This is an optimization exercise on Yosys and OpenROAD, whose aim is small area, a short achievable clock period and few clock cycles per item, not a production implementation. In this exercise RTL edits were held to simulation tests only and were not proved equivalent to the original. Power and IR drop assume default switching activity.

### flow/constraint.sdc
create_clock -name core_clock -period 10.0 [get_ports {clk}]
set_input_delay 2.0000 -clock core_clock [delete_from_list [all_inputs] [get_ports {clk}]]
set_output_delay 2.0000 -clock core_clock [all_outputs]
set_load 0.01 [all_outputs]
### flow/flow/run.sh
#!/bin/bash
# The standard layout (standard.sh), with changes to how it is made only:
#  - the ports are buffered with sky130_fd_sc_hd__buf_2 instead of the resizer's default pick;
#  - The clock tree is built from sky130_fd_sc_hd__clkbuf_8.
#  - repair_timing aims for extra setup slack at the design's 10 ns clock.
#  - denser placement (PLACE_DENSITY 0.7).
# The SDC, the clock period and everything else are the standard flow's own.
bash standard.sh "BUFFER_PORTS_ARGS=-buffer_cell sky130_fd_sc_hd__buf_2" SETUP_SLACK_MARGIN=6.8 CTS_BUF_LIST=sky130_fd_sc_hd__clkbuf_8 PLACE_DENSITY=0.7 finish > standard.log 2>&1
### flow/standard.sh
#!/bin/bash
# synth_recipe.tcl (not shown) runs the flow's synth.tcl, then flattens the netlist and writes it again
# the make line also repeats each setting of config.mk as NAME=value (left out here)
make -C /OpenROAD-flow-scripts/flow DESIGN_CONFIG=/design/flow/config.mk WORK_HOME=/design/flow/orfs CLKGATE_MAP_FILE= SYNTH_SCRIPT=/design/flow/synth_recipe.tcl "${@:-finish}"
### flow/design.v
module divisor_secuencial #(
    parameter N = 32
) (
    input  logic             clk,
    input  logic             rst,
    input  logic             valid,
    input  logic [N-1:0]     A,
    input  logic [N-1:0]     B,
    output logic [N-1:0]     Q,
    output logic [N-1:0]     R,
    output logic             done,
    output logic             error
);
    logic [N-1:0] x_reg;     
    logic [N-1:0] d_reg;     
    logic [N-1:0] q_reg;     
    logic [4:0]   cnt;       
    logic         err_reg;
    logic s_align, s_step, s_done;
    logic idle, quick;
    assign idle  = !(s_align || s_step || s_done);
    assign quick = s_align && s_done;
    function automatic logic [5:0] lzc32(input logic [31:0] v);
        logic [15:0] z1;  logic [15:0] c1;         
        logic [7:0]  z2;  logic [15:0] c2;         
        logic [3:0]  z3;  logic [11:0] c3;         
        logic [1:0]  z4;  logic [7:0]  c4;         
        for (int i = 0; i < 16; i++) begin
            z1[i] = !(v[2*i+1] || v[2*i]);
            c1[i] = !v[2*i+1];
        end
        for (int i = 0; i < 8; i++) begin
            z2[i] = z1[2*i+1] && z1[2*i];
            c2[2*i+:2] = z1[2*i+1] ? {1'b1, c1[2*i]} : {1'b0, c1[2*i+1]};
        end
        for (int i = 0; i < 4; i++) begin
            z3[i] = z2[2*i+1] && z2[2*i];
            c3[3*i+:3] = z2[2*i+1] ? {1'b1, c2[4*i+:2]} : {1'b0, c2[4*i+2+:2]};
        end
        for (int i = 0; i < 2; i++) begin
            z4[i] = z3[2*i+1] && z3[2*i];
            c4[4*i+:4] = z3[2*i+1] ? {1'b1, c3[6*i+:3]} : {1'b0, c3[6*i+3+:3]};
        end
        lzc32 = {z4[1] && z4[0], z4[1] ? {1'b1, c4[3:0]} : {1'b0, c4[7:4]}};
    endfunction
    logic [5:0] lz_a, lz_b;
    logic [4:0] shamt;
    always_ff @(posedge clk) begin
        lz_a <= lzc32(A);
        lz_b <= lzc32(B);
    end
    assign shamt = lz_b[4:0] - lz_a[4:0];
    logic [N-1:0] d_shift;
    always_comb begin
        logic [N-1:0] t;
        logic [4:0]   s;
        s = s_align ? shamt : 5'd0;
        if (!s_align)
            t = d_reg >> 1;
        else if (s[0])
            t = d_reg << 1;
        else
            t = d_reg;
        if (s[1]) t = t << 2;
        if (s[2]) t = t << 4;
        if (s[3]) t = t << 8;
        if (s[4]) t = t << 16;
        d_shift = t;
    end
    logic [N-1:0] b_above;       
    logic         a_short;
    always_comb begin
        b_above[N-1] = 1'b0;
        for (int i = N - 2; i >= 0; i--)
            b_above[i] = b_above[i+1] || B[i+1];
    end
    assign a_short = !(|(A & ~b_above)) && (b_above[0] || B[0]);
    logic [N-1:0] diff;
    logic         ge;
    assign diff = x_reg - d_reg;
    assign ge   = x_reg >= d_reg;        
    assign Q     = q_reg;
    assign R     = x_reg;
    assign done  = s_done;
    assign error = err_reg;
    always_ff @(posedge clk or posedge rst) begin
        if (rst) begin
            s_align <= 1'b0;
            s_step  <= 1'b0;
            s_done  <= 1'b0;
        end else begin
            s_align <= idle && valid;
            s_step  <= (s_align && !quick && ge && !lz_b[5]) || (s_step && cnt != '0);
            s_done  <= (idle && valid && a_short) ||
                       (s_align && !quick && (!ge || lz_b[5])) || (s_step && cnt == '0);
        end
    end
    always_ff @(posedge clk) begin
        if (idle)
            x_reg <= A;
        else if (s_step && ge)
            x_reg <= diff;
        if (idle)
            d_reg <= B;
        else
            d_reg <= d_shift;
        if (s_step)
            q_reg <= {q_reg[N-2:0], ge};
        else
            q_reg <= '0;
        if (s_align)
            cnt <= shamt;
        else
            cnt <= cnt - 1'b1;
        err_reg <= !idle && lz_b[5];
    end
endmodule
### flow/config.mk
export PLATFORM = sky130hd
export DESIGN_NAME = divisor_secuencial
export DESIGN_NICKNAME = divisor_secuencial
export VERILOG_FILES = /design/flow/design.v
export SDC_FILE = /design/flow/constraint.sdc
export NUM_CORES = 4
export LEC_CHECK = 0
export CAP_MARGIN = 20
export CORE_MARGIN = 2
export CORE_UTILIZATION = 40
export PLACE_DENSITY = 0.6
export SLEW_MARGIN = 20
==> results by group <==
Setup path
  – Slowest-stage cell, CP: dfrtp_1
  – CP arrival: 1.13 ns
  – Largest stage delay on the critical path: 0.47 ns
  – CP max FO: 4
  – Critical R2R Capture: d_reg[28]
  – Critical path required time: 8.00 ns
  – Buf/Inv on CP: 1
  – Critical path launch point type: flop
  – Top delay family on crit path: flip-flops
  – CP endpoint kind: primary output
  – FF-to-FF Start: s_align
  – R2R depth: 8
  – Critical Setup Path Class: flop to primary output
  – Reg2Reg Setup Slack: 6.94 ns
  – Crit path cell chain: buf_2

Power and ir drop
  – Worst vdd ir: 0.216 mV
  – PwrDens: 397 nW/um2
  – Total net switching power: 1.86 mW
  – Combinational power share: 0.637
  – LEAKAGE: 4.26 nW
  – Design Power: 3.79 mW
  – Internal power: 1.93 mW
  – Switch share: 0.491
  – Clock power frac: 0.119
  – Register share of total power: 0.244

Global route
  – Largest net degree at the start of global routing: 58
  – Initial antenna violation count: 0
  – First-pass GRT wire length: 40,600 um
  – Grt ovf: 0
  – Total Routing Usage GR: 0.240
  – Vias in the first global route: 7,549

STA
  – Final Cycle Share: 0.313
  – Tightest Pin Transition: 0.820 ns
  – Setup violators final: 0
  – Final hold vios: 0
  – Fmax: 0.320 GHz
  – Fin. max-slew vios: 0
  – Fin crit period: 3.13 ns
  – WHS: 0.460 ns
  – Max_slew headroom: 0.453
  – Clock Skew: 0.00870 ns
  – Setup_tns: 0 ns
  – RSZ-0062 raised after global routing: false

Min path
  – Critical hold path startpoint: q_reg[14]
  – WHS Endpoint: q_reg[15]
  – Hold Path Cell Cnt: 1
  – Hold Path Class: flop to flop

Clocking
  – Clk sinks: 116
  – CTS clk-pin slew, worst paths: 0.09 ns
  – CTS tree: yes
  – Clk Latency, worst-skew pair: 0.47 ns
  – Root buffer cell: clkbuf_8
  – H-tree Lvls: 4
  – CTS buffer count: 17
  – CTS Buffer Depth: 2

Logic synthesis
  – Number of synthesized flops with an enable pin: 34
  – Post-synth ARST share: 0.0259
  – Syn nets: 1,140
  – Synth area leaders: dfxtp_1 (19%), edfxtp_1 (12%), a21oi_1 (6.2%)
  – Area fraction of the dominant cell type after synthesis: 0.193
  – Netlist cell types: 70
  – Sequential cell area fraction in the yosys report: 0.328
  – Syn avg cell area: 7.91 um2
  – Synth warn: 1
  – Mapped Cells: 1,033
  – Cell Area, Synth: 8170 um2
  – FF+latch count, synth: 116
  – Synth area leader: dfxtp_1
  – Top_reg_cell synth: dfxtp_1
  – Synth cell count leaders: nor2_1 (113), nand2_1 (105), a21oi_1 (102)
  – Count leader, synth: nor2_1

Cells and area
  – Antenna cells: 0
  – Synthesis-to-finish area growth: 16.7%
  – Layout cells sized above 1: 0.194
  – Nets: 1,247

Die
  – Die ar.: 21,600 um2
  – Initial Util: 0.405
  – DIE WIDTH: 147 um
  – Die H: 147 um
  – I/O pin count: 133
  – CORE AREA: 20,200 um2
  – Rows: 52

Routing
  – Drt first-iter violations: 862
  – Antenna Nets Post-Route: 0
  – Remaining DRCs: 0
  – Routed len/inst: 18.5 um
  – First drt pass iteration count: 5
  – Via count: 8,197
  – Routed WL: 26,300 um
  – Vias per cell: 5.76

Placed design
  – Dpl hpwl: 20,200 um
  – GPL Wtd Cong: 0.999
  – Port Buffers: 132

Flow run
  – Max Cap Viol: 0

Outcome
  – Status: finished clean
[metrics by stage]
stage          utilization  area [um2]  std cells  setup WS, ns
4_1_cts              0.468        9450       1419          6.83
5_1_grt              0.473        9540       1423          6.81
3_5_place_dp         0.447        9010       1387          6.26
6_report             0.473        9540       1423          6.87
3_3_place_gp         0.447        9010       1387          6.30
2_1_floorplan            -        8200       1033          6.69
[power by group through the flow]
stage,Sequential [mW],Combinational [mW],Clock (mW)
floorplan,0.902,1.72,0
global placement,0.933,2.27,0
detailed placement,0.934,2.30,0
CTS,0.924,2.33,0.454
global route,0.946,2.65,0.472
finish,0.925,2.41,0.450
[layer usage]
metal / share of wire / vias to the layer above / global-route usage
met5: 0 / - / 0
met4: 0.036 / 0 / 0.100
met3: 0.087 / 64 / 0.0547
met2: 0.44 / 393 / 0.366
met1: 0.44 / 3839 / 0.328
li1: - / 3901 / -
[cell type report]
type                       count  area [um2]
sequential                   116        2680
clock inverter                15         161
clock buffer                  17         234
multi-input combinational    793        5120
timing repair buffer         142         752
fill                        2010       10600
inverter                      70         263
tap                          270         338
[worst max-delay path by stage]
stage | from | endpoint | slack (ns) | cells after the start
2_1_floorplan | B[27] | lz_b[0] | 6.69 | 7
3_3_place_gp | A[27] | lz_a[1] | 6.30 | 5
3_5_place_dp | A[27] | lz_a[1] | 6.26 | 5
4_1_cts | x_reg[9] | x_reg[2] | 6.83 | 11
5_1_grt | A[23] | lz_a[1] | 6.81 | 6
6_report | s_done | done | 6.87 | 1
[repair_timing]
item	in CTS	in global routing
gates resized for setup	11	16
pin swaps	0	2
setup buffers	0	4
hold buffers	0	0
setup endpoints to repair	38	49
[cell families (layout without fill, tap and decap cells)]
kind of cell | count (synthesis) | in the layout | synth area share
XOR/XNOR | 32 | 32 | 0.0343
AO/OA/AOI/OAI | 313 | 313 | 0.245
multiplexers | 56 | 56 | 0.0707
adder cells (fa/ha/maj) | 40 | 40 | 0.0631
AND/OR/NAND/NOR | 352 | 352 | 0.199
buffers and inverters | 124 | 244 | 0.0603
flip-flops | 116 | 116 | 0.328
[layout by cell type, fill, tap and decap left out, types with 20 or more instances in the layout]
master / count
a21oi_1: 100
o21ai_0: 64
ha_1: 37
inv_1: 69
xnor2_1: 21
nand3_1: 20
buf_2: 132
mux2i_1: 42
nand2_1: 102
edfxtp_1: 34
dfxtp_1: 79
a21o_1: 21
and2_1: 37
nor2_1: 112
Testbench counts, summed over its fixed seeds: cycles 30,393, items 3,600.

-- afterwards: timing with drivers on the ports --
The flow's constraints put no driver on any port. The routed layout listed below was extracted and timed again, unchanged, in two steps.
Step 1 sets driving cells, clkbuf_16 on the clock port and buf_2 on the other inputs (assumed; they add their load-dependent delay and slew).
Step 2 moves the port delays by t, midway between the first and last clock arrival at a register: inputs arrive t later, outputs are due t later. That takes back most of the time a late clock gives input paths.
Slacks: no drivers / after step 1 / after step 2; pairs: no drivers / after step 1.
shift t [ns]: 0.502
setup slack, ns: 6.871 / 6.831 / 6.404
worst setup path after step 2: input to register
After both steps setup and hold are still met in this run. For this run, drivers alone change the setup slack by -0.040 ns; drivers and shift together by -0.467 ns.
